This design comes from an exercise in tuning for small area, a short achievable clock period and few clock cycles per item on the open sky130 flow, not from production work. Only simulation tests tie the RTL to the original design; equivalence was not proved.

**design/flow/design.v**
```verilog
module LUT (
    input      [14:0] step,     
    output reg [31:0] value
);
    always @(*) begin
        value = 32'h0;
        if (step[0]) value = value | 32'h2D000000;
        if (step[1]) value = value | 32'h1A90F0F5;
        if (step[2]) value = value | 32'h0E0926A5;
        if (step[3]) value = value | 32'h072023D0;
        if (step[4]) value = value | 32'h03937ABF;
        if (step[5]) value = value | 32'h01C95CAD;
        if (step[6]) value = value | 32'h00E492E5;
        if (step[7]) value = value | 32'h00722D16;
        if (step[8]) value = value | 32'h00391D3F;
        if (step[9]) value = value | 32'h001CC3DD;
        if (step[10]) value = value | 32'h000E2487;
        if (step[11]) value = value | 32'h00072290;
        if (step[12]) value = value | 32'h0003917C;
        if (step[13]) value = value | 32'h0001E66E;
        if (step[14]) value = value | 32'h0000E557;
    end
endmodule
module add_sk (input [31:0] a, input [31:0] b, input cin, output [31:0] s);
  wire [31:0] p = a ^ b;
  wire [31:0] g0 = a & b;
  wire gc0 = g0[0] | (p[0] & cin);
  wire g_0_1 = g0[1] | (p[1] & gc0);
  wire p_0_1 = p[1] & p[0];
  wire g_0_3 = g0[3] | (p[3] & g0[2]);
  wire p_0_3 = p[3] & p[2];
  wire g_0_5 = g0[5] | (p[5] & g0[4]);
  wire p_0_5 = p[5] & p[4];
  wire g_0_7 = g0[7] | (p[7] & g0[6]);
  wire p_0_7 = p[7] & p[6];
  wire g_0_9 = g0[9] | (p[9] & g0[8]);
  wire p_0_9 = p[9] & p[8];
  wire g_0_11 = g0[11] | (p[11] & g0[10]);
  wire p_0_11 = p[11] & p[10];
  wire g_0_13 = g0[13] | (p[13] & g0[12]);
  wire p_0_13 = p[13] & p[12];
  wire g_0_15 = g0[15] | (p[15] & g0[14]);
  wire p_0_15 = p[15] & p[14];
  wire g_0_17 = g0[17] | (p[17] & g0[16]);
  wire p_0_17 = p[17] & p[16];
  wire g_0_19 = g0[19] | (p[19] & g0[18]);
  wire p_0_19 = p[19] & p[18];
  wire g_0_21 = g0[21] | (p[21] & g0[20]);
  wire p_0_21 = p[21] & p[20];
  wire g_0_23 = g0[23] | (p[23] & g0[22]);
  wire p_0_23 = p[23] & p[22];
  wire g_0_25 = g0[25] | (p[25] & g0[24]);
  wire p_0_25 = p[25] & p[24];
  wire g_0_27 = g0[27] | (p[27] & g0[26]);
  wire p_0_27 = p[27] & p[26];
  wire g_0_29 = g0[29] | (p[29] & g0[28]);
  wire p_0_29 = p[29] & p[28];
  wire g_0_31 = g0[31] | (p[31] & g0[30]);
  wire p_0_31 = p[31] & p[30];
  wire g_1_2 = g0[2] | (p[2] & g_0_1);
  wire p_1_2 = p[2] & p_0_1;
  wire g_1_3 = g_0_3 | (p_0_3 & g_0_1);
  wire p_1_3 = p_0_3 & p_0_1;
  wire g_1_6 = g0[6] | (p[6] & g_0_5);
  wire p_1_6 = p[6] & p_0_5;
  wire g_1_7 = g_0_7 | (p_0_7 & g_0_5);
  wire p_1_7 = p_0_7 & p_0_5;
  wire g_1_10 = g0[10] | (p[10] & g_0_9);
  wire p_1_10 = p[10] & p_0_9;
  wire g_1_11 = g_0_11 | (p_0_11 & g_0_9);
  wire p_1_11 = p_0_11 & p_0_9;
  wire g_1_14 = g0[14] | (p[14] & g_0_13);
  wire p_1_14 = p[14] & p_0_13;
  wire g_1_15 = g_0_15 | (p_0_15 & g_0_13);
  wire p_1_15 = p_0_15 & p_0_13;
  wire g_1_18 = g0[18] | (p[18] & g_0_17);
  wire p_1_18 = p[18] & p_0_17;
  wire g_1_19 = g_0_19 | (p_0_19 & g_0_17);
  wire p_1_19 = p_0_19 & p_0_17;
  wire g_1_22 = g0[22] | (p[22] & g_0_21);
  wire p_1_22 = p[22] & p_0_21;
  wire g_1_23 = g_0_23 | (p_0_23 & g_0_21);
  wire p_1_23 = p_0_23 & p_0_21;
  wire g_1_26 = g0[26] | (p[26] & g_0_25);
  wire p_1_26 = p[26] & p_0_25;
  wire g_1_27 = g_0_27 | (p_0_27 & g_0_25);
  wire p_1_27 = p_0_27 & p_0_25;
  wire g_1_30 = g0[30] | (p[30] & g_0_29);
  wire p_1_30 = p[30] & p_0_29;
  wire g_1_31 = g_0_31 | (p_0_31 & g_0_29);
  wire p_1_31 = p_0_31 & p_0_29;
  wire g_2_4 = g0[4] | (p[4] & g_1_3);
  wire p_2_4 = p[4] & p_1_3;
  wire g_2_5 = g_0_5 | (p_0_5 & g_1_3);
  wire p_2_5 = p_0_5 & p_1_3;
  wire g_2_6 = g_1_6 | (p_1_6 & g_1_3);
  wire p_2_6 = p_1_6 & p_1_3;
  wire g_2_7 = g_1_7 | (p_1_7 & g_1_3);
  wire p_2_7 = p_1_7 & p_1_3;
  wire g_2_12 = g0[12] | (p[12] & g_1_11);
  wire p_2_12 = p[12] & p_1_11;
  wire g_2_13 = g_0_13 | (p_0_13 & g_1_11);
  wire p_2_13 = p_0_13 & p_1_11;
  wire g_2_14 = g_1_14 | (p_1_14 & g_1_11);
  wire p_2_14 = p_1_14 & p_1_11;
  wire g_2_15 = g_1_15 | (p_1_15 & g_1_11);
  wire p_2_15 = p_1_15 & p_1_11;
  wire g_2_20 = g0[20] | (p[20] & g_1_19);
  wire p_2_20 = p[20] & p_1_19;
  wire g_2_21 = g_0_21 | (p_0_21 & g_1_19);
  wire p_2_21 = p_0_21 & p_1_19;
  wire g_2_22 = g_1_22 | (p_1_22 & g_1_19);
  wire p_2_22 = p_1_22 & p_1_19;
  wire g_2_23 = g_1_23 | (p_1_23 & g_1_19);
  wire p_2_23 = p_1_23 & p_1_19;
  wire g_2_28 = g0[28] | (p[28] & g_1_27);
  wire p_2_28 = p[28] & p_1_27;
  wire g_2_29 = g_0_29 | (p_0_29 & g_1_27);
  wire p_2_29 = p_0_29 & p_1_27;
  wire g_2_30 = g_1_30 | (p_1_30 & g_1_27);
  wire p_2_30 = p_1_30 & p_1_27;
  wire g_2_31 = g_1_31 | (p_1_31 & g_1_27);
  wire p_2_31 = p_1_31 & p_1_27;
  wire g_3_8 = g0[8] | (p[8] & g_2_7);
  wire p_3_8 = p[8] & p_2_7;
  wire g_3_9 = g_0_9 | (p_0_9 & g_2_7);
  wire p_3_9 = p_0_9 & p_2_7;
  wire g_3_10 = g_1_10 | (p_1_10 & g_2_7);
  wire p_3_10 = p_1_10 & p_2_7;
  wire g_3_11 = g_1_11 | (p_1_11 & g_2_7);
  wire p_3_11 = p_1_11 & p_2_7;
  wire g_3_12 = g_2_12 | (p_2_12 & g_2_7);
  wire p_3_12 = p_2_12 & p_2_7;
  wire g_3_13 = g_2_13 | (p_2_13 & g_2_7);
  wire p_3_13 = p_2_13 & p_2_7;
  wire g_3_14 = g_2_14 | (p_2_14 & g_2_7);
  wire p_3_14 = p_2_14 & p_2_7;
  wire g_3_15 = g_2_15 | (p_2_15 & g_2_7);
  wire p_3_15 = p_2_15 & p_2_7;
  wire g_3_24 = g0[24] | (p[24] & g_2_23);
  wire p_3_24 = p[24] & p_2_23;
  wire g_3_25 = g_0_25 | (p_0_25 & g_2_23);
  wire p_3_25 = p_0_25 & p_2_23;
  wire g_3_26 = g_1_26 | (p_1_26 & g_2_23);
  wire p_3_26 = p_1_26 & p_2_23;
  wire g_3_27 = g_1_27 | (p_1_27 & g_2_23);
  wire p_3_27 = p_1_27 & p_2_23;
  wire g_3_28 = g_2_28 | (p_2_28 & g_2_23);
  wire p_3_28 = p_2_28 & p_2_23;
  wire g_3_29 = g_2_29 | (p_2_29 & g_2_23);
  wire p_3_29 = p_2_29 & p_2_23;
  wire g_3_30 = g_2_30 | (p_2_30 & g_2_23);
  wire p_3_30 = p_2_30 & p_2_23;
  wire g_3_31 = g_2_31 | (p_2_31 & g_2_23);
  wire p_3_31 = p_2_31 & p_2_23;
  wire g_4_16 = g0[16] | (p[16] & g_3_15);
  wire p_4_16 = p[16] & p_3_15;
  wire g_4_17 = g_0_17 | (p_0_17 & g_3_15);
  wire p_4_17 = p_0_17 & p_3_15;
  wire g_4_18 = g_1_18 | (p_1_18 & g_3_15);
  wire p_4_18 = p_1_18 & p_3_15;
  wire g_4_19 = g_1_19 | (p_1_19 & g_3_15);
  wire p_4_19 = p_1_19 & p_3_15;
  wire g_4_20 = g_2_20 | (p_2_20 & g_3_15);
  wire p_4_20 = p_2_20 & p_3_15;
  wire g_4_21 = g_2_21 | (p_2_21 & g_3_15);
  wire p_4_21 = p_2_21 & p_3_15;
  wire g_4_22 = g_2_22 | (p_2_22 & g_3_15);
  wire p_4_22 = p_2_22 & p_3_15;
  wire g_4_23 = g_2_23 | (p_2_23 & g_3_15);
  wire p_4_23 = p_2_23 & p_3_15;
  wire g_4_24 = g_3_24 | (p_3_24 & g_3_15);
  wire p_4_24 = p_3_24 & p_3_15;
  wire g_4_25 = g_3_25 | (p_3_25 & g_3_15);
  wire p_4_25 = p_3_25 & p_3_15;
  wire g_4_26 = g_3_26 | (p_3_26 & g_3_15);
  wire p_4_26 = p_3_26 & p_3_15;
  wire g_4_27 = g_3_27 | (p_3_27 & g_3_15);
  wire p_4_27 = p_3_27 & p_3_15;
  wire g_4_28 = g_3_28 | (p_3_28 & g_3_15);
  wire p_4_28 = p_3_28 & p_3_15;
  wire g_4_29 = g_3_29 | (p_3_29 & g_3_15);
  wire p_4_29 = p_3_29 & p_3_15;
  wire g_4_30 = g_3_30 | (p_3_30 & g_3_15);
  wire p_4_30 = p_3_30 & p_3_15;
  wire g_4_31 = g_3_31 | (p_3_31 & g_3_15);
  wire p_4_31 = p_3_31 & p_3_15;
  assign s = p ^ {g_4_30, g_4_29, g_4_28, g_4_27, g_4_26, g_4_25, g_4_24, g_4_23, g_4_22, g_4_21, g_4_20, g_4_19, g_4_18, g_4_17, g_4_16, g_3_15, g_3_14, g_3_13, g_3_12, g_3_11, g_3_10, g_3_9, g_3_8, g_2_7, g_2_6, g_2_5, g_2_4, g_1_3, g_1_2, g_0_1, gc0, cin};
endmodule
module rsh (
    input  [31:0] d,
    input  [3:0]  lo,
    input  [3:0]  hi,
    output [31:0] q
);
    wire [46:0] de = {{15{d[31]}}, d};
    wire [43:0] t;
    genvar j;
    generate
        for (j = 0; j < 44; j = j + 1) begin : s1
            assign t[j] = (lo[0] & de[j]) | (lo[1] & de[j + 1]) |
                          (lo[2] & de[j + 2]) | (lo[3] & de[j + 3]);
        end
        for (j = 0; j < 32; j = j + 1) begin : s2
            assign q[j] = (hi[0] & t[j]) | (hi[1] & t[j + 4]) |
                          (hi[2] & t[j + 8]) | (hi[3] & t[j + 12]);
        end
    endgenerate
endmodule
module R_CORDIC (
    input  [31:0] x,
    output [31:0] s,
    output [31:0] c,
    output [4:0]  cin       
);
    wire w1 = x[31] ^ ~x[27];
    wire w2 = x[31] & ~x[27];
    wire w3 = ~x[28] ^ x[24];
    wire w4 = ~x[28] & x[24];
    wire w5 = ~x[29] ^ x[25];
    wire w6 = ~x[29] & x[25];
    wire w7 = ~x[30] ^ x[26];
    wire w8 = ~x[30] & x[26];
    wire w9 = ~x[15] ^ ~x[11];
    wire w10 = ~x[15] & ~x[11];
    wire w11 = ~x[16] ^ ~x[12];
    wire w12 = ~x[16] & ~x[12];
    wire w13 = ~x[17] ^ ~x[13];
    wire w14 = ~x[17] & ~x[13];
    wire w15 = ~x[18] ^ ~x[14] ^ x[10];
    wire w16 = (~x[18] & ~x[14]) | (~x[18] & x[10]) | (~x[14] & x[10]);
    wire w17 = x[8] ^ ~x[6];
    wire w18 = x[8] & ~x[6];
    wire w19 = ~x[19] ^ ~x[15] ^ x[11];
    wire w20 = (~x[19] & ~x[15]) | (~x[19] & x[11]) | (~x[15] & x[11]);
    wire w21 = x[9] ^ ~x[7];
    wire w22 = x[9] & ~x[7];
    wire w23 = ~x[20] ^ ~x[16] ^ x[12];
    wire w24 = (~x[20] & ~x[16]) | (~x[20] & x[12]) | (~x[16] & x[12]);
    wire w25 = x[10] ^ ~x[8];
    wire w26 = x[10] & ~x[8];
    wire w27 = ~x[21] ^ ~x[17] ^ x[13];
    wire w28 = (~x[21] & ~x[17]) | (~x[21] & x[13]) | (~x[17] & x[13]);
    wire w29 = x[11] ^ ~x[9] ^ ~x[6];
    wire w30 = (x[11] & ~x[9]) | (x[11] & ~x[6]) | (~x[9] & ~x[6]);
    wire w31 = ~x[22] ^ ~x[18] ^ x[14];
    wire w32 = (~x[22] & ~x[18]) | (~x[22] & x[14]) | (~x[18] & x[14]);
    wire w33 = x[12] ^ ~x[10] ^ ~x[7];
    wire w34 = (x[12] & ~x[10]) | (x[12] & ~x[7]) | (~x[10] & ~x[7]);
    wire w35 = ~x[23] ^ ~x[19] ^ x[15];
    wire w36 = (~x[23] & ~x[19]) | (~x[23] & x[15]) | (~x[19] & x[15]);
    wire w37 = x[13] ^ ~x[11] ^ ~x[8];
    wire w38 = (x[13] & ~x[11]) | (x[13] & ~x[8]) | (~x[11] & ~x[8]);
    wire w39 = ~x[5] ^ x[2];
    wire w40 = ~x[5] & x[2];
    wire w41 = ~x[24] ^ ~x[20] ^ x[16];
    wire w42 = (~x[24] & ~x[20]) | (~x[24] & x[16]) | (~x[20] & x[16]);
    wire w43 = x[14] ^ ~x[12] ^ ~x[9];
    wire w44 = (x[14] & ~x[12]) | (x[14] & ~x[9]) | (~x[12] & ~x[9]);
    wire w45 = ~x[6] ^ x[3] ^ x[1];
    wire w46 = (~x[6] & x[3]) | (~x[6] & x[1]) | (x[3] & x[1]);
    wire w47 = ~x[25] ^ ~x[21] ^ x[17];
    wire w48 = (~x[25] & ~x[21]) | (~x[25] & x[17]) | (~x[21] & x[17]);
    wire w49 = x[15] ^ ~x[13] ^ ~x[10];
    wire w50 = (x[15] & ~x[13]) | (x[15] & ~x[10]) | (~x[13] & ~x[10]);
    wire w51 = ~x[7] ^ x[4] ^ x[2];
    wire w52 = (~x[7] & x[4]) | (~x[7] & x[2]) | (x[4] & x[2]);
    wire w53 = ~x[26] ^ ~x[22] ^ x[18];
    wire w54 = (~x[26] & ~x[22]) | (~x[26] & x[18]) | (~x[22] & x[18]);
    wire w55 = x[16] ^ ~x[14] ^ ~x[11];
    wire w56 = (x[16] & ~x[14]) | (x[16] & ~x[11]) | (~x[14] & ~x[11]);
    wire w57 = ~x[8] ^ x[5] ^ x[3];
    wire w58 = (~x[8] & x[5]) | (~x[8] & x[3]) | (x[5] & x[3]);
    wire w59 = ~x[27] ^ ~x[23] ^ x[19];
    wire w60 = (~x[27] & ~x[23]) | (~x[27] & x[19]) | (~x[23] & x[19]);
    wire w61 = x[17] ^ ~x[15] ^ ~x[12];
    wire w62 = (x[17] & ~x[15]) | (x[17] & ~x[12]) | (~x[15] & ~x[12]);
    wire w63 = ~x[9] ^ x[6] ^ x[4];
    wire w64 = (~x[9] & x[6]) | (~x[9] & x[4]) | (x[6] & x[4]);
    wire w65 = ~x[28] ^ ~x[24] ^ x[20];
    wire w66 = (~x[28] & ~x[24]) | (~x[28] & x[20]) | (~x[24] & x[20]);
    wire w67 = x[18] ^ ~x[16] ^ ~x[13];
    wire w68 = (x[18] & ~x[16]) | (x[18] & ~x[13]) | (~x[16] & ~x[13]);
    wire w69 = ~x[10] ^ x[7] ^ x[5];
    wire w70 = (~x[10] & x[7]) | (~x[10] & x[5]) | (x[7] & x[5]);
    wire w71 = ~x[29] ^ ~x[25] ^ x[21];
    wire w72 = (~x[29] & ~x[25]) | (~x[29] & x[21]) | (~x[25] & x[21]);
    wire w73 = x[19] ^ ~x[17] ^ ~x[14];
    wire w74 = (x[19] & ~x[17]) | (x[19] & ~x[14]) | (~x[17] & ~x[14]);
    wire w75 = ~x[11] ^ x[8] ^ x[6];
    wire w76 = (~x[11] & x[8]) | (~x[11] & x[6]) | (x[8] & x[6]);
    wire w77 = ~x[30] ^ ~x[26] ^ x[22];
    wire w78 = (~x[30] & ~x[26]) | (~x[30] & x[22]) | (~x[26] & x[22]);
    wire w79 = x[20] ^ ~x[18] ^ ~x[15];
    wire w80 = (x[20] & ~x[18]) | (x[20] & ~x[15]) | (~x[18] & ~x[15]);
    wire w81 = ~x[12] ^ x[9] ^ x[7];
    wire w82 = (~x[12] & x[9]) | (~x[12] & x[7]) | (x[9] & x[7]);
    wire w83 = w1 ^ x[23] ^ x[21];
    wire w84 = (w1 & x[23]) | (w1 & x[21]) | (x[23] & x[21]);
    wire w85 = ~x[19] ^ ~x[16] ^ ~x[13];
    wire w86 = (~x[19] & ~x[16]) | (~x[19] & ~x[13]) | (~x[16] & ~x[13]);
    wire w87 = x[10] ^ x[8] ^ 1'b1;
    wire w88 = (x[10] & x[8]) | (x[10] & 1'b1) | (x[8] & 1'b1);
    wire w89 = w3 ^ x[22] ^ ~x[20];
    wire w90 = (w3 & x[22]) | (w3 & ~x[20]) | (x[22] & ~x[20]);
    wire w91 = ~x[17] ^ ~x[14] ^ x[11];
    wire w92 = (~x[17] & ~x[14]) | (~x[17] & x[11]) | (~x[14] & x[11]);
    wire w93 = x[9] ^ 1'b1 ^ w2;
    wire w94 = (x[9] & 1'b1) | (x[9] & w2) | (1'b1 & w2);
    wire w95 = w5 ^ x[23] ^ ~x[21];
    wire w96 = (w5 & x[23]) | (w5 & ~x[21]) | (x[23] & ~x[21]);
    wire w97 = ~x[18] ^ ~x[15] ^ x[12];
    wire w98 = (~x[18] & ~x[15]) | (~x[18] & x[12]) | (~x[15] & x[12]);
    wire w99 = x[10] ^ 1'b1 ^ w4;
    wire w100 = (x[10] & 1'b1) | (x[10] & w4) | (1'b1 & w4);
    wire w101 = w7 ^ x[24] ^ ~x[22];
    wire w102 = (w7 & x[24]) | (w7 & ~x[22]) | (x[24] & ~x[22]);
    wire w103 = ~x[19] ^ ~x[16] ^ x[13];
    wire w104 = (~x[19] & ~x[16]) | (~x[19] & x[13]) | (~x[16] & x[13]);
    wire w105 = x[11] ^ 1'b1 ^ w6;
    wire w106 = (x[11] & 1'b1) | (x[11] & w6) | (1'b1 & w6);
    wire w107 = x[31] ^ x[27] ^ x[25];
    wire w108 = (x[31] & x[27]) | (x[31] & x[25]) | (x[27] & x[25]);
    wire w109 = ~x[23] ^ ~x[20] ^ ~x[17];
    wire w110 = (~x[23] & ~x[20]) | (~x[23] & ~x[17]) | (~x[20] & ~x[17]);
    wire w111 = x[14] ^ x[12] ^ w8;
    wire w112 = (x[14] & x[12]) | (x[14] & w8) | (x[12] & w8);
    wire w113 = x[28] ^ x[26] ^ ~x[24];
    wire w114 = (x[28] & x[26]) | (x[28] & ~x[24]) | (x[26] & ~x[24]);
    wire w115 = ~x[21] ^ ~x[18] ^ x[15];
    wire w116 = (~x[21] & ~x[18]) | (~x[21] & x[15]) | (~x[18] & x[15]);
    wire w117 = x[13] ^ 1'b1;
    wire w118 = x[13] & 1'b1;
    wire w119 = x[29] ^ x[27] ^ ~x[25];
    wire w120 = (x[29] & x[27]) | (x[29] & ~x[25]) | (x[27] & ~x[25]);
    wire w121 = ~x[22] ^ ~x[19] ^ x[16];
    wire w122 = (~x[22] & ~x[19]) | (~x[22] & x[16]) | (~x[19] & x[16]);
    wire w123 = x[14] ^ 1'b1;
    wire w124 = x[14] & 1'b1;
    wire w125 = x[30] ^ x[28] ^ ~x[26];
    wire w126 = (x[30] & x[28]) | (x[30] & ~x[26]) | (x[28] & ~x[26]);
    wire w127 = ~x[23] ^ ~x[20] ^ x[17];
    wire w128 = (~x[23] & ~x[20]) | (~x[23] & x[17]) | (~x[20] & x[17]);
    wire w129 = x[15] ^ 1'b1;
    wire w130 = x[15] & 1'b1;
    wire w131 = ~x[31] ^ x[29] ^ ~x[27];
    wire w132 = (~x[31] & x[29]) | (~x[31] & ~x[27]) | (x[29] & ~x[27]);
    wire w133 = ~x[24] ^ ~x[21] ^ x[18];
    wire w134 = (~x[24] & ~x[21]) | (~x[24] & x[18]) | (~x[21] & x[18]);
    wire w135 = x[30] ^ ~x[28] ^ ~x[25];
    wire w136 = (x[30] & ~x[28]) | (x[30] & ~x[25]) | (~x[28] & ~x[25]);
    wire w137 = ~x[22] ^ x[19];
    wire w138 = ~x[22] & x[19];
    wire w139 = ~x[31] ^ ~x[29] ^ ~x[26];
    wire w140 = (~x[31] & ~x[29]) | (~x[31] & ~x[26]) | (~x[29] & ~x[26]);
    wire w141 = ~x[30] ^ ~x[27];
    wire w142 = ~x[30] & ~x[27];
    wire w143 = ~x[12] ^ ~x[8] ^ x[4];
    wire w144 = (~x[12] & ~x[8]) | (~x[12] & x[4]) | (~x[8] & x[4]);
    wire w145 = ~x[13] ^ ~x[9] ^ x[5];
    wire w146 = (~x[13] & ~x[9]) | (~x[13] & x[5]) | (~x[9] & x[5]);
    wire w147 = ~x[14] ^ ~x[10] ^ x[6];
    wire w148 = (~x[14] & ~x[10]) | (~x[14] & x[6]) | (~x[10] & x[6]);
    wire w149 = w9 ^ x[7] ^ x[5];
    wire w150 = (w9 & x[7]) | (w9 & x[5]) | (x[7] & x[5]);
    wire w151 = ~x[3] ^ ~x[0];
    wire w152 = ~x[3] & ~x[0];
    wire w153 = w11 ^ x[8] ^ x[6];
    wire w154 = (w11 & x[8]) | (w11 & x[6]) | (x[8] & x[6]);
    wire w155 = ~x[4] ^ ~x[1] ^ w10;
    wire w156 = (~x[4] & ~x[1]) | (~x[4] & w10) | (~x[1] & w10);
    wire w157 = w13 ^ x[9] ^ x[7];
    wire w158 = (w13 & x[9]) | (w13 & x[7]) | (x[9] & x[7]);
    wire w159 = ~x[5] ^ ~x[2] ^ w12;
    wire w160 = (~x[5] & ~x[2]) | (~x[5] & w12) | (~x[2] & w12);
    wire w161 = w15 ^ w17 ^ ~x[3];
    wire w162 = (w15 & w17) | (w15 & ~x[3]) | (w17 & ~x[3]);
    wire w163 = ~x[0] ^ 1'b1 ^ w14;
    wire w164 = (~x[0] & 1'b1) | (~x[0] & w14) | (1'b1 & w14);
    wire w165 = w19 ^ w21 ^ ~x[4];
    wire w166 = (w19 & w21) | (w19 & ~x[4]) | (w21 & ~x[4]);
    wire w167 = ~x[1] ^ w16 ^ w18;
    wire w168 = (~x[1] & w16) | (~x[1] & w18) | (w16 & w18);
    wire w169 = w23 ^ w25 ^ ~x[5];
    wire w170 = (w23 & w25) | (w23 & ~x[5]) | (w25 & ~x[5]);
    wire w171 = ~x[2] ^ w20 ^ w22;
    wire w172 = (~x[2] & w20) | (~x[2] & w22) | (w20 & w22);
    wire w173 = w27 ^ w29 ^ ~x[3];
    wire w174 = (w27 & w29) | (w27 & ~x[3]) | (w29 & ~x[3]);
    wire w175 = x[0] ^ w24 ^ w26;
    wire w176 = (x[0] & w24) | (x[0] & w26) | (w24 & w26);
    wire w177 = w31 ^ w33 ^ ~x[4];
    wire w178 = (w31 & w33) | (w31 & ~x[4]) | (w33 & ~x[4]);
    wire w179 = x[1] ^ w28 ^ w30;
    wire w180 = (x[1] & w28) | (x[1] & w30) | (w28 & w30);
    wire w181 = w35 ^ w37 ^ w39;
    wire w182 = (w35 & w37) | (w35 & w39) | (w37 & w39);
    wire w183 = x[0] ^ w32 ^ w34;
    wire w184 = (x[0] & w32) | (x[0] & w34) | (w32 & w34);
    wire w185 = w41 ^ w43 ^ w45;
    wire w186 = (w41 & w43) | (w41 & w45) | (w43 & w45);
    wire w187 = w36 ^ w38 ^ w40;
    wire w188 = (w36 & w38) | (w36 & w40) | (w38 & w40);
    wire w189 = w47 ^ w49 ^ w51;
    wire w190 = (w47 & w49) | (w47 & w51) | (w49 & w51);
    wire w191 = w42 ^ w44 ^ w46;
    wire w192 = (w42 & w44) | (w42 & w46) | (w44 & w46);
    wire w193 = w53 ^ w55 ^ w57;
    wire w194 = (w53 & w55) | (w53 & w57) | (w55 & w57);
    wire w195 = w48 ^ w50 ^ w52;
    wire w196 = (w48 & w50) | (w48 & w52) | (w50 & w52);
    wire w197 = w59 ^ w61 ^ w63;
    wire w198 = (w59 & w61) | (w59 & w63) | (w61 & w63);
    wire w199 = w54 ^ w56 ^ w58;
    wire w200 = (w54 & w56) | (w54 & w58) | (w56 & w58);
    wire w201 = w65 ^ w67 ^ w69;
    wire w202 = (w65 & w67) | (w65 & w69) | (w67 & w69);
    wire w203 = w60 ^ w62 ^ w64;
    wire w204 = (w60 & w62) | (w60 & w64) | (w62 & w64);
    wire w205 = w71 ^ w73 ^ w75;
    wire w206 = (w71 & w73) | (w71 & w75) | (w73 & w75);
    wire w207 = w66 ^ w68 ^ w70;
    wire w208 = (w66 & w68) | (w66 & w70) | (w68 & w70);
    wire w209 = w77 ^ w79 ^ w81;
    wire w210 = (w77 & w79) | (w77 & w81) | (w79 & w81);
    wire w211 = w72 ^ w74 ^ w76;
    wire w212 = (w72 & w74) | (w72 & w76) | (w74 & w76);
    wire w213 = w83 ^ w85 ^ w87;
    wire w214 = (w83 & w85) | (w83 & w87) | (w85 & w87);
    wire w215 = w78 ^ w80 ^ w82;
    wire w216 = (w78 & w80) | (w78 & w82) | (w80 & w82);
    wire w217 = w89 ^ w91 ^ w93;
    wire w218 = (w89 & w91) | (w89 & w93) | (w91 & w93);
    wire w219 = w84 ^ w86 ^ w88;
    wire w220 = (w84 & w86) | (w84 & w88) | (w86 & w88);
    wire w221 = w95 ^ w97 ^ w99;
    wire w222 = (w95 & w97) | (w95 & w99) | (w97 & w99);
    wire w223 = w90 ^ w92 ^ w94;
    wire w224 = (w90 & w92) | (w90 & w94) | (w92 & w94);
    wire w225 = w101 ^ w103 ^ w105;
    wire w226 = (w101 & w103) | (w101 & w105) | (w103 & w105);
    wire w227 = w96 ^ w98 ^ w100;
    wire w228 = (w96 & w98) | (w96 & w100) | (w98 & w100);
    wire w229 = w107 ^ w109 ^ w111;
    wire w230 = (w107 & w109) | (w107 & w111) | (w109 & w111);
    wire w231 = w102 ^ w104 ^ w106;
    wire w232 = (w102 & w104) | (w102 & w106) | (w104 & w106);
    wire w233 = w113 ^ w115 ^ w117;
    wire w234 = (w113 & w115) | (w113 & w117) | (w115 & w117);
    wire w235 = w108 ^ w110 ^ w112;
    wire w236 = (w108 & w110) | (w108 & w112) | (w110 & w112);
    wire w237 = w119 ^ w121 ^ w123;
    wire w238 = (w119 & w121) | (w119 & w123) | (w121 & w123);
    wire w239 = w114 ^ w116 ^ w118;
    wire w240 = (w114 & w116) | (w114 & w118) | (w116 & w118);
    wire w241 = w125 ^ w127 ^ w129;
    wire w242 = (w125 & w127) | (w125 & w129) | (w127 & w129);
    wire w243 = w120 ^ w122 ^ w124;
    wire w244 = (w120 & w122) | (w120 & w124) | (w122 & w124);
    wire w245 = w131 ^ w133 ^ x[16];
    wire w246 = (w131 & w133) | (w131 & x[16]) | (w133 & x[16]);
    wire w247 = w126 ^ w128 ^ w130;
    wire w248 = (w126 & w128) | (w126 & w130) | (w128 & w130);
    wire w249 = w135 ^ w137 ^ x[17];
    wire w250 = (w135 & w137) | (w135 & x[17]) | (w137 & x[17]);
    wire w251 = 1'b1 ^ w132 ^ w134;
    wire w252 = (1'b1 & w132) | (1'b1 & w134) | (w132 & w134);
    wire w253 = w139 ^ ~x[23] ^ x[20];
    wire w254 = (w139 & ~x[23]) | (w139 & x[20]) | (~x[23] & x[20]);
    wire w255 = x[18] ^ w136 ^ w138;
    wire w256 = (x[18] & w136) | (x[18] & w138) | (w136 & w138);
    wire w257 = w141 ^ ~x[24] ^ x[21];
    wire w258 = (w141 & ~x[24]) | (w141 & x[21]) | (~x[24] & x[21]);
    wire w259 = x[19] ^ 1'b1 ^ w140;
    wire w260 = (x[19] & 1'b1) | (x[19] & w140) | (1'b1 & w140);
    wire w261 = x[31] ^ ~x[28] ^ ~x[25];
    wire w262 = (x[31] & ~x[28]) | (x[31] & ~x[25]) | (~x[28] & ~x[25]);
    wire w263 = x[22] ^ x[20] ^ w142;
    wire w264 = (x[22] & x[20]) | (x[22] & w142) | (x[20] & w142);
    wire w265 = ~x[29] ^ ~x[26] ^ x[23];
    wire w266 = (~x[29] & ~x[26]) | (~x[29] & x[23]) | (~x[26] & x[23]);
    wire w267 = x[21] ^ 1'b1;
    wire w268 = x[21] & 1'b1;
    wire w269 = ~x[30] ^ ~x[27] ^ x[24];
    wire w270 = (~x[30] & ~x[27]) | (~x[30] & x[24]) | (~x[27] & x[24]);
    wire w271 = x[22] ^ 1'b1;
    wire w272 = x[22] & 1'b1;
    wire w273 = x[31] ^ ~x[28] ^ x[25];
    wire w274 = (x[31] & ~x[28]) | (x[31] & x[25]) | (~x[28] & x[25]);
    wire w275 = ~x[29] ^ x[26];
    wire w276 = ~x[29] & x[26];
    wire w277 = ~x[30] ^ x[27];
    wire w278 = ~x[30] & x[27];
    wire w279 = ~x[10] ^ ~x[6];
    wire w280 = ~x[10] & ~x[6];
    wire w281 = ~x[11] ^ ~x[7] ^ x[3];
    wire w282 = (~x[11] & ~x[7]) | (~x[11] & x[3]) | (~x[7] & x[3]);
    wire w283 = w143 ^ x[2] ^ ~x[0];
    wire w284 = (w143 & x[2]) | (w143 & ~x[0]) | (x[2] & ~x[0]);
    wire w285 = w145 ^ x[3] ^ ~x[1];
    wire w286 = (w145 & x[3]) | (w145 & ~x[1]) | (x[3] & ~x[1]);
    wire w287 = w147 ^ x[4] ^ ~x[2];
    wire w288 = (w147 & x[4]) | (w147 & ~x[2]) | (x[4] & ~x[2]);
    wire w289 = w149 ^ w151 ^ 1'b1;
    wire w290 = (w149 & w151) | (w149 & 1'b1) | (w151 & 1'b1);
    wire w291 = w153 ^ w155 ^ w150;
    wire w292 = (w153 & w155) | (w153 & w150) | (w155 & w150);
    wire w293 = w157 ^ w159 ^ w154;
    wire w294 = (w157 & w159) | (w157 & w154) | (w159 & w154);
    wire w295 = w161 ^ w163 ^ w158;
    wire w296 = (w161 & w163) | (w161 & w158) | (w163 & w158);
    wire w297 = w165 ^ w167 ^ w162;
    wire w298 = (w165 & w167) | (w165 & w162) | (w167 & w162);
    wire w299 = w169 ^ w171 ^ w166;
    wire w300 = (w169 & w171) | (w169 & w166) | (w171 & w166);
    wire w301 = w173 ^ w175 ^ w170;
    wire w302 = (w173 & w175) | (w173 & w170) | (w175 & w170);
    wire w303 = w177 ^ w179 ^ w174;
    wire w304 = (w177 & w179) | (w177 & w174) | (w179 & w174);
    wire w305 = w181 ^ w183 ^ w178;
    wire w306 = (w181 & w183) | (w181 & w178) | (w183 & w178);
    wire w307 = w185 ^ w187 ^ w182;
    wire w308 = (w185 & w187) | (w185 & w182) | (w187 & w182);
    wire w309 = w189 ^ w191 ^ w186;
    wire w310 = (w189 & w191) | (w189 & w186) | (w191 & w186);
    wire w311 = w193 ^ w195 ^ w190;
    wire w312 = (w193 & w195) | (w193 & w190) | (w195 & w190);
    wire w313 = w197 ^ w199 ^ w194;
    wire w314 = (w197 & w199) | (w197 & w194) | (w199 & w194);
    wire w315 = w201 ^ w203 ^ w198;
    wire w316 = (w201 & w203) | (w201 & w198) | (w203 & w198);
    wire w317 = w205 ^ w207 ^ w202;
    wire w318 = (w205 & w207) | (w205 & w202) | (w207 & w202);
    wire w319 = w209 ^ w211 ^ w206;
    wire w320 = (w209 & w211) | (w209 & w206) | (w211 & w206);
    wire w321 = w213 ^ w215 ^ w210;
    wire w322 = (w213 & w215) | (w213 & w210) | (w215 & w210);
    wire w323 = w217 ^ w219 ^ w214;
    wire w324 = (w217 & w219) | (w217 & w214) | (w219 & w214);
    wire w325 = w221 ^ w223 ^ w218;
    wire w326 = (w221 & w223) | (w221 & w218) | (w223 & w218);
    wire w327 = w225 ^ w227 ^ w222;
    wire w328 = (w225 & w227) | (w225 & w222) | (w227 & w222);
    wire w329 = w229 ^ w231 ^ w226;
    wire w330 = (w229 & w231) | (w229 & w226) | (w231 & w226);
    wire w331 = w233 ^ w235 ^ w230;
    wire w332 = (w233 & w235) | (w233 & w230) | (w235 & w230);
    wire w333 = w237 ^ w239 ^ w234;
    wire w334 = (w237 & w239) | (w237 & w234) | (w239 & w234);
    wire w335 = w241 ^ w243 ^ w238;
    wire w336 = (w241 & w243) | (w241 & w238) | (w243 & w238);
    wire w337 = w245 ^ w247 ^ w242;
    wire w338 = (w245 & w247) | (w245 & w242) | (w247 & w242);
    wire w339 = w249 ^ w251 ^ w246;
    wire w340 = (w249 & w251) | (w249 & w246) | (w251 & w246);
    wire w341 = w253 ^ w255 ^ w250;
    wire w342 = (w253 & w255) | (w253 & w250) | (w255 & w250);
    wire w343 = w257 ^ w259 ^ w254;
    wire w344 = (w257 & w259) | (w257 & w254) | (w259 & w254);
    wire w345 = w261 ^ w263 ^ w258;
    wire w346 = (w261 & w263) | (w261 & w258) | (w263 & w258);
    wire w347 = w265 ^ w267 ^ w262;
    wire w348 = (w265 & w267) | (w265 & w262) | (w267 & w262);
    wire w349 = w269 ^ w271 ^ w266;
    wire w350 = (w269 & w271) | (w269 & w266) | (w271 & w266);
    wire w351 = w273 ^ x[23] ^ w270;
    wire w352 = (w273 & x[23]) | (w273 & w270) | (x[23] & w270);
    wire w353 = w275 ^ x[24] ^ 1'b1;
    wire w354 = (w275 & x[24]) | (w275 & 1'b1) | (x[24] & 1'b1);
    wire w355 = w277 ^ x[25] ^ 1'b1;
    wire w356 = (w277 & x[25]) | (w277 & 1'b1) | (x[25] & 1'b1);
    wire w357 = x[31] ^ x[28] ^ x[26];
    wire w358 = (x[31] & x[28]) | (x[31] & x[26]) | (x[28] & x[26]);
    wire w359 = x[29] ^ x[27];
    wire w360 = x[29] & x[27];
    wire w361 = x[30] ^ x[28];
    wire w362 = x[30] & x[28];
    wire w363 = ~x[4] ^ ~x[0];
    wire w364 = ~x[4] & ~x[0];
    wire w365 = ~x[5] ^ ~x[1];
    wire w366 = ~x[5] & ~x[1];
    wire w367 = ~x[6] ^ ~x[2];
    wire w368 = ~x[6] & ~x[2];
    wire w369 = ~x[7] ^ ~x[3];
    wire w370 = ~x[7] & ~x[3];
    wire w371 = ~x[8] ^ ~x[4] ^ x[0];
    wire w372 = (~x[8] & ~x[4]) | (~x[8] & x[0]) | (~x[4] & x[0]);
    wire w373 = ~x[9] ^ ~x[5] ^ x[1];
    wire w374 = (~x[9] & ~x[5]) | (~x[9] & x[1]) | (~x[5] & x[1]);
    wire w375 = w279 ^ x[2] ^ x[0];
    wire w376 = (w279 & x[2]) | (w279 & x[0]) | (x[2] & x[0]);
    wire w377 = w281 ^ x[1] ^ w280;
    wire w378 = (w281 & x[1]) | (w281 & w280) | (x[1] & w280);
    wire w379 = w283 ^ 1'b1 ^ w282;
    wire w380 = (w283 & 1'b1) | (w283 & w282) | (1'b1 & w282);
    wire w381 = w285 ^ w144 ^ w284;
    wire w382 = (w285 & w144) | (w285 & w284) | (w144 & w284);
    wire w383 = w287 ^ w146 ^ w286;
    wire w384 = (w287 & w146) | (w287 & w286) | (w146 & w286);
    wire w385 = w289 ^ w148 ^ w288;
    wire w386 = (w289 & w148) | (w289 & w288) | (w148 & w288);
    wire w387 = w291 ^ w152 ^ w290;
    wire w388 = (w291 & w152) | (w291 & w290) | (w152 & w290);
    wire w389 = w293 ^ w156 ^ w292;
    wire w390 = (w293 & w156) | (w293 & w292) | (w156 & w292);
    wire w391 = w295 ^ w160 ^ w294;
    wire w392 = (w295 & w160) | (w295 & w294) | (w160 & w294);
    wire w393 = w297 ^ w164 ^ w296;
    wire w394 = (w297 & w164) | (w297 & w296) | (w164 & w296);
    wire w395 = w299 ^ w168 ^ w298;
    wire w396 = (w299 & w168) | (w299 & w298) | (w168 & w298);
    wire w397 = w301 ^ w172 ^ w300;
    wire w398 = (w301 & w172) | (w301 & w300) | (w172 & w300);
    wire w399 = w303 ^ w176 ^ w302;
    wire w400 = (w303 & w176) | (w303 & w302) | (w176 & w302);
    wire w401 = w305 ^ w180 ^ w304;
    wire w402 = (w305 & w180) | (w305 & w304) | (w180 & w304);
    wire w403 = w307 ^ w184 ^ w306;
    wire w404 = (w307 & w184) | (w307 & w306) | (w184 & w306);
    wire w405 = w309 ^ w188 ^ w308;
    wire w406 = (w309 & w188) | (w309 & w308) | (w188 & w308);
    wire w407 = w311 ^ w192 ^ w310;
    wire w408 = (w311 & w192) | (w311 & w310) | (w192 & w310);
    wire w409 = w313 ^ w196 ^ w312;
    wire w410 = (w313 & w196) | (w313 & w312) | (w196 & w312);
    wire w411 = w315 ^ w200 ^ w314;
    wire w412 = (w315 & w200) | (w315 & w314) | (w200 & w314);
    wire w413 = w317 ^ w204 ^ w316;
    wire w414 = (w317 & w204) | (w317 & w316) | (w204 & w316);
    wire w415 = w319 ^ w208 ^ w318;
    wire w416 = (w319 & w208) | (w319 & w318) | (w208 & w318);
    wire w417 = w321 ^ w212 ^ w320;
    wire w418 = (w321 & w212) | (w321 & w320) | (w212 & w320);
    wire w419 = w323 ^ w216 ^ w322;
    wire w420 = (w323 & w216) | (w323 & w322) | (w216 & w322);
    wire w421 = w325 ^ w220 ^ w324;
    wire w422 = (w325 & w220) | (w325 & w324) | (w220 & w324);
    wire w423 = w327 ^ w224 ^ w326;
    wire w424 = (w327 & w224) | (w327 & w326) | (w224 & w326);
    wire w425 = w329 ^ w228 ^ w328;
    wire w426 = (w329 & w228) | (w329 & w328) | (w228 & w328);
    wire w427 = w331 ^ w232 ^ w330;
    wire w428 = (w331 & w232) | (w331 & w330) | (w232 & w330);
    wire w429 = w333 ^ w236 ^ w332;
    wire w430 = (w333 & w236) | (w333 & w332) | (w236 & w332);
    wire w431 = w335 ^ w240 ^ w334;
    wire w432 = (w335 & w240) | (w335 & w334) | (w240 & w334);
    wire w433 = w337 ^ w244 ^ w336;
    wire w434 = (w337 & w244) | (w337 & w336) | (w244 & w336);
    wire w435 = w339 ^ w248 ^ w338;
    wire w436 = (w339 & w248) | (w339 & w338) | (w248 & w338);
    wire w437 = w341 ^ w252 ^ w340;
    wire w438 = (w341 & w252) | (w341 & w340) | (w252 & w340);
    wire w439 = w343 ^ w256 ^ w342;
    wire w440 = (w343 & w256) | (w343 & w342) | (w256 & w342);
    wire w441 = w345 ^ w260 ^ w344;
    wire w442 = (w345 & w260) | (w345 & w344) | (w260 & w344);
    wire w443 = w347 ^ w264 ^ w346;
    wire w444 = (w347 & w264) | (w347 & w346) | (w264 & w346);
    wire w445 = w349 ^ w268 ^ w348;
    wire w446 = (w349 & w268) | (w349 & w348) | (w268 & w348);
    wire w447 = w351 ^ w272 ^ w350;
    wire w448 = (w351 & w272) | (w351 & w350) | (w272 & w350);
    wire w449 = w353 ^ w274 ^ w352;
    wire w450 = (w353 & w274) | (w353 & w352) | (w274 & w352);
    wire w451 = w355 ^ w276 ^ w354;
    wire w452 = (w355 & w276) | (w355 & w354) | (w276 & w354);
    wire w453 = w357 ^ w278 ^ w356;
    wire w454 = (w357 & w278) | (w357 & w356) | (w278 & w356);
    wire w455 = w359 ^ 1'b1 ^ w358;
    wire w456 = (w359 & 1'b1) | (w359 & w358) | (1'b1 & w358);
    wire w457 = w361 ^ 1'b1 ^ w360;
    wire w458 = (w361 & 1'b1) | (w361 & w360) | (1'b1 & w360);
    wire w459 = ~x[31] ^ x[29] ^ w362;
    wire w460 = (~x[31] & x[29]) | (~x[31] & w362) | (x[29] & w362);
    wire w461 = x[30] ^ 1'b1;
    wire w462 = x[30] & 1'b1;
    wire [23:0] la = {w401, w399, w397, w395, w393, w391, w389, w387, w385, w383, w381, w379, w377, w375, w373, w371, w369, w367, w365, w363, ~x[3], ~x[2], ~x[1], ~x[0]};
    wire [23:0] lb = {w400, w398, w396, w394, w392, w390, w388, w386, w384, w382, w380, w378, w376, w374, w372, w370, w368, w366, w364, 1'b1, 1'b0, 1'b0, 1'b0, 1'b1};
    wire [23:0] lg = la & lb;
    wire [23:0] lp = la | lb;
    wire cg1 = lg[1] | (lp[1] & lg[0]);
    wire cp1 = lp[1] & lp[0];
    wire cg2 = lg[3] | (lp[3] & lg[2]);
    wire cp2 = lp[3] & lp[2];
    wire cg3 = lg[5] | (lp[5] & lg[4]);
    wire cp3 = lp[5] & lp[4];
    wire cg4 = lg[7] | (lp[7] & lg[6]);
    wire cp4 = lp[7] & lp[6];
    wire cg5 = cg2 | (cp2 & cg1);
    wire cp5 = cp2 & cp1;
    wire cg6 = cg4 | (cp4 & cg3);
    wire cp6 = cp4 & cp3;
    wire cg7 = cg6 | (cp6 & cg5);
    wire cp7 = cp6 & cp5;
    wire cg8 = lg[9] | (lp[9] & lg[8]);
    wire cp8 = lp[9] & lp[8];
    wire cg9 = lg[11] | (lp[11] & lg[10]);
    wire cp9 = lp[11] & lp[10];
    wire cg10 = lg[13] | (lp[13] & lg[12]);
    wire cp10 = lp[13] & lp[12];
    wire cg11 = lg[15] | (lp[15] & lg[14]);
    wire cp11 = lp[15] & lp[14];
    wire cg12 = cg9 | (cp9 & cg8);
    wire cp12 = cp9 & cp8;
    wire cg13 = cg11 | (cp11 & cg10);
    wire cp13 = cp11 & cp10;
    wire cg14 = cg13 | (cp13 & cg12);
    wire cp14 = cp13 & cp12;
    wire cg15 = lg[17] | (lp[17] & lg[16]);
    wire cp15 = lp[17] & lp[16];
    wire cg16 = lg[19] | (lp[19] & lg[18]);
    wire cp16 = lp[19] & lp[18];
    wire cg17 = lg[21] | (lp[21] & lg[20]);
    wire cp17 = lp[21] & lp[20];
    wire cg18 = lg[23] | (lp[23] & lg[22]);
    wire cp18 = lp[23] & lp[22];
    wire cg19 = cg16 | (cp16 & cg15);
    wire cp19 = cp16 & cp15;
    wire cg20 = cg18 | (cp18 & cg17);
    wire cp20 = cp18 & cp17;
    wire cg21 = cg20 | (cp20 & cg19);
    wire cp21 = cp20 & cp19;
    assign cin = {cg21, cp21, cg14, cp14, cg7};
    assign s = {1'b1, ~x[31], w461, w459, w457, w455, w453, w451, w449, w447, w445, w443, w441, w439, w437, w435, w433, w431, w429, w427, w425, w423, w421, w419, w417, w415, w413, w411, w409, w407, w405, w403};
    assign c = {1'b0, w462, w460, w458, w456, w454, w452, w450, w448, w446, w444, w442, w440, w438, w436, w434, w432, w430, w428, w426, w424, w422, w420, w418, w416, w414, w412, w410, w408, w406, w404, w402};
endmodule
module R_CORDIC_Unit (
    input signed [31:0]      i_data_1,
    input signed [31:0]      i_data_2,
    input signed [31:0]      angle,
    input                    en,
    input                    rst,
    input                    clk,
    output signed [31:0]     o_data_1,
    output signed [31:0]     o_data_2,
    output                   done_flag
);
    reg        busy, done;
    reg signed [31:0] bx, by, ba;
    reg        [4:0]  bc;          
    reg        [3:0]  sxl, sxh;    
    reg        [3:0]  syl, syh;    
    reg        [17:0] oh;          
    reg               fin;     
    reg               hold;    
    reg               sgx;     
    reg               sgy_n;   
    reg               sga_n;   
    wire m1 = oh[15];
    wire m2 = oh[16];
    wire m3 = oh[17];
    wire        fin_n  = !en && busy && (m1 || m2);
    wire        hold_n = !en && busy && m2;
    wire [3:0]  nl = en ? 4'd1 : {oh[2] | oh[6] | oh[10],
                                  oh[1] | oh[5] | oh[9]  | oh[13],
                                  oh[0] | oh[4] | oh[8]  | oh[12],
                                  oh[3] | oh[7] | oh[11]};
    wire [3:0]  nh = en ? 4'd1 : {oh[11] | oh[12] | oh[13],
                                  oh[7]  | oh[8]  | oh[9]  | oh[10],
                                  oh[3]  | oh[4]  | oh[5]  | oh[6],
                                  oh[0]  | oh[1]  | oh[2]};
    wire [31:0] t;
    LUT lut (.step(oh[14:0]), .value(t));
    wire c24  = bc[4] | (bc[3] & (bc[2] | (bc[1] & bc[0])));
    wire cinx = sgx | (fin & c24);
    wire [31:0] sx, sy;
    rsh rsh_x (.d(bx), .lo(sxl), .hi(sxh), .q(sx));
    rsh rsh_y (.d(by), .lo(syl), .hi(syh), .q(sy));
    wire [31:0] nx, ny, na;
    add_sk add_x (.a(bx), .b(sy ^ {32{sgx}}),   .cin(cinx),  .s(nx));
    add_sk add_y (.a(by), .b(sx ^ {32{sgy_n}}), .cin(sgy_n), .s(ny));
    add_sk add_a (.a(ba), .b(t  ^ {32{sga_n}}), .cin(sga_n), .s(na));
    wire [31:0] ks, kc;
    wire [4:0]  kci;
    R_CORDIC gain (.x(ba), .s(ks), .c(kc), .cin(kci));
    wire [31:0] ba_n = en ? angle : m1 ? by : (m2 || oh[14]) ? nx : na;
    wire        sg_n = en ? angle[31] : na[31];
    always @(posedge clk or posedge rst) begin
        if (rst) begin
            busy <= 1'b0;
            done <= 1'b0;
        end else begin
            done <= busy && m3;
            if (en)
                busy <= 1'b1;
            else if (m3)
                busy <= 1'b0;
        end
    end
    always @(posedge clk) begin
        bc    <= kci;
        fin   <= fin_n;
        hold  <= hold_n;
        sxl   <= nl;
        sxh   <= nh;
        syl   <= fin_n ? 4'd1 : nl;
        syh   <= fin_n ? 4'd1 : nh;
        oh    <= en ? 18'd1 : oh << 1;
        sgx   <= sg_n & ~fin_n;
        sgy_n <= ~sg_n;
        sga_n <= ~(sg_n | hold_n);
        ba    <= ba_n;
        if (en) begin
            bx <= i_data_1;
            by <= i_data_2;
        end else if (m1 | m2) begin
            bx <= ks;
            by <= kc;
        end else begin
            bx <= nx;
            by <= ny;
        end
    end
    assign o_data_1  = ba;
    assign o_data_2  = bx;
    assign done_flag = done;
endmodule
```
**design/flow/flow/run.sh**
```bash
#!/bin/bash
set -euo pipefail
export BUFFER_PORTS_ARGS="-buffer_cell sky130_fd_sc_hd__buf_1"
export SETUP_SLACK_MARGIN=5.75
bash standard.sh > standard.log 2>&1
```
**design/flow/standard.sh**
```bash
#!/bin/bash
# synth_recipe.tcl (not shown) runs the flow's synth.tcl, then flattens the netlist and writes it again
# the make line also repeats each setting of config.mk as NAME=value (left out here)
make -C /OpenROAD-flow-scripts/flow DESIGN_CONFIG=/design/flow/config.mk WORK_HOME=/design/flow/orfs CLKGATE_MAP_FILE= SYNTH_SCRIPT=/design/flow/synth_recipe.tcl "${@:-finish}"
```
**design/flow/config.mk**
```make
export PLATFORM = sky130hd
export DESIGN_NAME = R_CORDIC_Unit
export DESIGN_NICKNAME = R_CORDIC_Unit
export VERILOG_FILES = /design/flow/design.v
export SDC_FILE = /design/flow/constraint.sdc
export NUM_CORES = 4
export LEC_CHECK = 0
export CAP_MARGIN = 5
export CORE_MARGIN = 2
export CORE_UTILIZATION = 60
export CTS_BUF_LIST = sky130_fd_sc_hd__clkbuf_8
export PLACE_DENSITY = 0.7
export SLEW_MARGIN = 5
```
**design/flow/constraint.sdc**
```tcl
create_clock -name core_clock -period 10.0 [get_ports {clk}]
set_input_delay 2.0000 -clock core_clock [delete_from_list [all_inputs] [get_ports {clk}]]
set_output_delay 2.0000 -clock core_clock [all_outputs]
set_load 0.01 [all_outputs]
```
==> flow_summary.toml, run 1 <==
[yosys]
synth_ff_type = "dfxtp_1"
synth_top_area_frac = 0.2303
synth_cell_type_count = 82
synth_cells = 2059
synth_area_per_cell_sq_um = 8.655
synth_most_common_cell = "inv_1"
synthTopCellsByCount = "226 x inv_1, 214 x nand2_1, 205 x fa_1, 140 x a22oi_1, 139 x dfxtp_1"
synth-seq-cells = 141
synth_fp_nets = 2495
synth.largest_area_cell = "fa_1"
netlist_area_sq_um = 17820
synth_area_leaders = "fa_1 23%, dfxtp_1 16%, ha_1 9.3%"
synthArstFlopShare = 0.01418
ys_seq_area_frac = 0.1590
yosysWarnings = 2
synth_edf_count = 0

[placed_design]
place_hpwl_um = 52770
port-buffer-count = 163
gp_congestion = 1.042

[sta]
setup_violations = 0
tns_ps = 0
fmax_mhz = 235.5
fin_crit_sh = 0.4246
worstMarginPinSlew_ps = 1173
whs_ps = 448.9
finalCriticalPeriod_ps = 4246
relSlewSlack = 0.2108
finClkSkew_ps = 27.03
slew_viol_final = 0
rsz0062_at_grt = "true"
hold_viol_final = 0

[critical_path]
critPathRequiredTime_ps = 10440
cp_max_fo = 4
max_stage_delay_ps = 520
cp_common_cell = "or3_4"
crit_path_start_kind = "flip-flop"
cp_top_family = "simple AND/OR/NAND/NOR gates"
crit_chain = "or3_4 -> or3_4 -> or4b_4 -> xor2_2 -> ha_1 -> nor2b_1 -> o2111ai_2 -> a21o_1 -> nand2_2 -> o221a_2 -> or2_4 -> fa_2 -> nand2_1 -> o211ai_1 -> o21ai_1 -> o21ai_0"
cpMaxStageDelayCell = "fa_2"
critPathArrivalTime_ps = 4690
crit_buf_inv = 0
cp-end-kind = "flip-flop"
path_class = "flip-flop to flip-flop"

[floorplan]
rows = 63
chipWidth_um = 176.3
die_h_um = 176.3
dieArea_sq_um = 31100
io_pins = 164
start_util = 0.6045
coreArea_sq_um = 29480

[grt]
first_global_vias = 16260
grt_busiest_layer = "met2"
antenna_found_initial = 0
grt_pass1_wl_um = 99990
grtUsageTotal = 0.4396
globalRouteMet2Util = 0.6436
grtUsageMet3 = 0.1003
grt_max_degree = 91
grt_overflow = 0
grt_use_met1 = 0.5939

[status]
status = "complete, no violations"

[routing]
drt_drc_violations_left = 0
first_pass_iters = 9
drtIter0Drc = 2486
drt.antenna.violating_nets = 0
vias = 17170
viasPerCell = 6.648
finalWirelength_um = 69430
wl_per_cell_um = 26.88

[cts]
clk_pin_slew_ps = 110
htree_levels = 4
cts_tree = "built"
clockBufferDepth = 2
cts.sinks = 141
hold_buffers = 0
insertion_delay_ps = 520
root_buffer = "clkbuf_8"
cts_buffers = 17

[final_layout]
finish.utilization = 0.6704
num_antenna_cells = 0
syn_to_final_growth_pct = 10.90
drive_gt1_frac = 0.1131
nets = 2616
fillers = 2604

[flow_run]
maxCapViolations = 0

[worst_hold_path]
min-delay-path-class = "flip-flop to flip-flop"
layer usage:
metal,part of all wire,routed length (um)
met5,0,0
met3,0.13,9026
met2,0.42,29010
met1,0.38,26380
met4,0.072,5014
cells by family after synthesis:
kind of cell | Yosys count | synth area share
flip-flops | 141 | 0.1590
AND/OR/NAND/NOR | 451 | 0.1123
AO/OA/AOI/OAI | 590 | 0.2309
XOR/XNOR | 167 | 0.08208
buffers and inverters | 341 | 0.07463
adder cells (fa/ha/maj) | 345 | 0.3275
multiplexers | 24 | 0.01369
state kept, by name, indices dropped and copies added, names as in the netlist:
| signal | cells |
|---|---|
| ba | 32 |
| bc | 5 |
| busy | 1 |
| bx | 32 |
| by | 32 |
| done | 1 |
| fin | 1 |
| oh | 18 |
| sga_n | 1 |
| sgx | 1 |
| sgy_n | 1 |
| sxh | 4 |
| sxl | 4 |
| syh | 4 |
| syl | 4 |
metrics by stage:
stage	instances	worst slack, ps	cell area, sq um
after global placement	2510	5432	18570
after floorplan	2059	5752	17840
after CTS	2562	5709	19270
after detailed placement	2510	5318	18570
after global routing	2583	5618	19760
final	2583	5754	19760
layout by cell type, fill, tap and decap left out, types with 13 or more instances in the layout:
cell type,Yosys,layout
nor2_1,110,107
a21oi_1,120,115
a211oi_1,18,16
clkbuf_8,2,18
buf_4,6,44
nand3_1,17,15
dfxtp_2,0,31
a22o_1,29,29
xor2_1,55,53
o21ai_0,96,91
o22ai_1,13,13
a221oi_1,33,24
a21o_1,29,28
xnor2_1,112,109
inv_1,226,210
nor2b_1,23,22
ha_1,132,132
mux2i_1,21,21
dfxtp_1,139,84
nand2_1,214,206
a22oi_1,140,139
fa_1,205,202
dfxtp_4,0,24
nor3_1,27,24
buf_1,10,162
o21a_1,15,15
repair_timing:
action,4_1_cts,5_1_grt
endpoints found under the setup margin,55,56
gates resized for setup,55,93
buffers inserted,20,21
pin swaps,9,25
area by class of cell:
cell class                      instances  area, sq um  area share
Multi-Input combinational cell       1577        13940      0.7054
Clock buffer                           17        234.0     0.01184
Inverter                              226        890.9     0.04508
Sequential cell                       141         2962      0.1499
Clock inverter                         15        181.4    0.009180
Timing Repair Buffer                  217         1066     0.05394
Tap cell                              390        488.0     0.02469
path summary, 6_finish.rpt:
kind / depth (start not counted) / end / slack, ps / startpoint
min reg2reg: 1 / busy$_DFFE_PP0P_ / 450 / oh[17]$_SDFF_PP0_
min in group asynchronous: 2 / busy$_DFFE_PP0P_ / 1280 / rst
min: 1 / busy$_DFFE_PP0P_ / 450 / oh[17]$_SDFF_PP0_
max in group asynchronous: 2 / done$_DFF_PP0_ / 8610 / rst
max reg2reg: 16 / ba[16]$_DFF_P_ / 5750 / oh[1]$_SDFF_PP0_
max: 16 / ba[16]$_DFF_P_ / 5750 / oh[1]$_SDFF_PP0_
Testbench counts, summed over its fixed seeds: cycles 9,736, items 512.
==> inputs of run 2 (changes only) <==
==> design/flow/config.mk (replaced) <==
export PLATFORM = sky130hd
export DESIGN_NAME = R_CORDIC_Unit
export DESIGN_NICKNAME = R_CORDIC_Unit
export VERILOG_FILES = /design/flow/design.v
export SDC_FILE = /design/flow/constraint.sdc
export NUM_CORES = 4
export LEC_CHECK = 0
export CAP_MARGIN = 20
export CORE_MARGIN = 2
export CORE_UTILIZATION = 50
export CTS_BUF_LIST = sky130_fd_sc_hd__clkbuf_8
export PLACE_DENSITY = 0.8
export SLEW_MARGIN = 20
==> flow_summary.toml, run 2 <==
[status]
status = "complete, no violations"

[routing]
drt.antenna.violating_nets = 0
wl_per_cell_um = 24.74
first_pass_iters = 10
viasPerCell = 6.318
finalWirelength_um = 66210
drt_drc_violations_left = 0
drtIter0Drc = 1936
vias = 16910

[floorplan]
chipWidth_um = 192.8
dieArea_sq_um = 37170
rows = 69
die_h_um = 192.8
io_pins = 164
coreArea_sq_um = 35310
start_util = 0.5047

[yosys]
synth_edf_count = 0
yosysWarnings = 2
netlist_area_sq_um = 17820
synth_cell_type_count = 82
synth_area_per_cell_sq_um = 8.655
synth.largest_area_cell = "fa_1"
synth_ff_type = "dfxtp_1"
synth_top_area_frac = 0.2303
synth-seq-cells = 141
ys_seq_area_frac = 0.1590
synth_cells = 2059
synth_fp_nets = 2495
synthArstFlopShare = 0.01418
synthTopCellsByCount = "226 x inv_1, 214 x nand2_1, 205 x fa_1, 140 x a22oi_1, 139 x dfxtp_1"
synth_area_leaders = "fa_1 23%, dfxtp_1 16%, ha_1 9.3%"
synth_most_common_cell = "inv_1"

[sta]
rsz0062_at_grt = "true"
tns_ps = 0
hold_viol_final = 0
finClkSkew_ps = 22.30
fmax_mhz = 234.3
fin_crit_sh = 0.4269
worstMarginPinSlew_ps = 1112
setup_violations = 0
finalCriticalPeriod_ps = 4269
relSlewSlack = 0.2569
slew_viol_final = 0

[final_layout]
final_common_cell = "nand2_1"
fin_cells = 2676
fin_area_sq_um = 19950
num_antenna_cells = 0
layout_common_cells = "212 x nand2_1, 209 x inv_1, 202 x fa_1, 162 x buf_1, 139 x a22oi_1"
reg_top3 = "ba (32), bx (32), by (32)"
drive_gt1_frac = 0.1079
nets = 2638
syn_to_final_growth_pct = 11.95

[grt]
first_global_vias = 16090
antenna_found_initial = 0
grt_pass1_wl_um = 98210
grt_max_degree = 72
grtUsageTotal = 0.3599
grt_overflow = 0

[critical_path]
cpMaxStageDelayCell = "dfxtp_1"
r2r-start = "ba[22]$_DFF_P_"
cp-end-kind = "flip-flop"
path_class = "flip-flop to flip-flop"
cp_max_fo = 8
r2r_cells = 9
ff2ff_setup_slack_ps = 5730
crit_start = "ba[22]$_DFF_P_"
crit_chain = "inv_1 -> fa_1 -> fa_1 -> inv_1 -> fa_1 -> fa_1 -> inv_1 -> maj3_1 -> maj3_1"
crit_buf_inv = 3
max_stage_delay_ps = 760
crit_path_start_kind = "flip-flop"
critPathRequiredTime_ps = 10380
critPathArrivalTime_ps = 4650
cp_top_family = "adder cells"
cp_common_cell = "fa_1"
r2r_end = "bc[4]$_DFF_P_"

[worst_hold_path]
min_to = "busy$_DFFE_PP0P_"
min-delay-path-class = "flip-flop to flip-flop"
holdPathStages = 1
min_from = "oh[17]$_SDFF_PP0_"

[cts]
insertion_delay_ps = 500
htree_levels = 4
hold_buffers = 0
root_buffer = "clkbuf_8"
cts.sinks = 141
cts_tree = "built"
cts_buffers = 17
clockBufferDepth = 2
clk_pin_slew_ps = 100

[placed_design]
place_hpwl_um = 52150
gp_congestion = 1.077
place_inst = 2590
post_dp_cell_area_sq_um = 18730
port-buffer-count = 163

[flow_run]
maxCapViolations = 0
==> run 2: cell count changes in the layout (fill, tap and decap cells not counted), moves of 4 or more <==
cell / before / now
a221oi_1: 24 / 31
a211oi_2: 1 / 7
a21oi_2: 6 / 2
nand2_2: 8 / 2
nand2_1: 206 / 212
dfxtp_2: 31 / 11
buf_4: 44 / 71
dfxtp_1: 84 / 107
a221oi_2: 9 / 2
a211oi_1: 16 / 11
==> run 2: final cells by class <==
cell class	count	area, sq um
flip-flops and latches	141	2925
repair buffers	239	1209
clock buffers	18	247.7
fillers	3180	15360
inverters	226	897.1
multi-input cells	1577	13940
clock inverters	14	156.4
well taps	461	576.8
==> run 2: how the worst max path moves through the flow <==
stage,to,cells past startpoint,slack (ps)
4_1_cts,bc[4]$_DFF_P_,13,5640
3_3_place_gp,bc[4]$_DFF_P_,13,5520
2_1_floorplan,bc[4]$_DFF_P_,13,5750
6_report,bc[4]$_DFF_P_,9,5730
3_5_place_dp,bc[4]$_DFF_P_,13,5470
5_1_grt,bc[4]$_DFF_P_,14,5650
==> run 2: through the flow <==
| stage | worst slack, ps | util | hold slack, ps |
|---|---|---|---|
| 2_1_floorplan | 5752 | - | 399.8 |
| 3_3_place_gp | 5515 | 0.5303 | 431.8 |
| 3_5_place_dp | 5472 | 0.5305 | 457.7 |
| 4_1_cts | 5645 | 0.5473 | 467.2 |
| 5_1_grt | 5651 | 0.5650 | 476.2 |
| 6_report | 5731 | 0.5650 | 464.8 |
==> run 2: metal layers <==
layer | vias to the layer above | GRT usage | routed length (um)
met3 | 209 | 0.05892 | 6125
li1 | 7410 | - | -
met4 | 0 | 0.2317 | 5022
met5 | - | 0 | 0
met2 | 1038 | 0.5476 | 29100
met1 | 8250 | 0.4743 | 25960
==> run 2: timing repair <==
item                                    CTS  global route
hold endpoints to repair                  0             0
setup buffers                            10            44
gates resized for setup                  39            84
pin swaps                                 5            30
endpoints found under the setup margin   37            51
==> run 2: kinds of logic after synthesis <==
kind of cell	synth area share
AOI/OAI and AO/OA	0.2309
and+or+nand+nor	0.1123
buffers and inverters	0.07463
DFF	0.1590
xor gates and xnor gates	0.08208
muxes	0.01369
adders and majority gates	0.3275

-- what the ideal ports hide --
Ports are ideal in the flow. The routed layouts listed here were re-timed in OpenROAD. Step 1 sets driving cells, clkbuf_16 on the clock port and buf_2 on the other inputs (assumed; they add their load-dependent delay and slew). Step 2 also shifts input and output timing later by t, the mid clock arrival at the registers, as if the neighbouring blocks saw the same clock. Three values: no drivers, after step 1, after step 2; two values: the first two.
run	t (ns)	slack for setup (ns)	worst slew at a driven data input, ns
run 1	0.555	5.754 / 5.754 / 5.611	0.07
run 2	0.541	5.731 / 5.731 / 5.487	0.06
After both steps setup and hold are still met in every run listed. The setup slack of run 2, which loses most, moves by 0.000 ns with the drivers and by -0.244 ns with both steps.
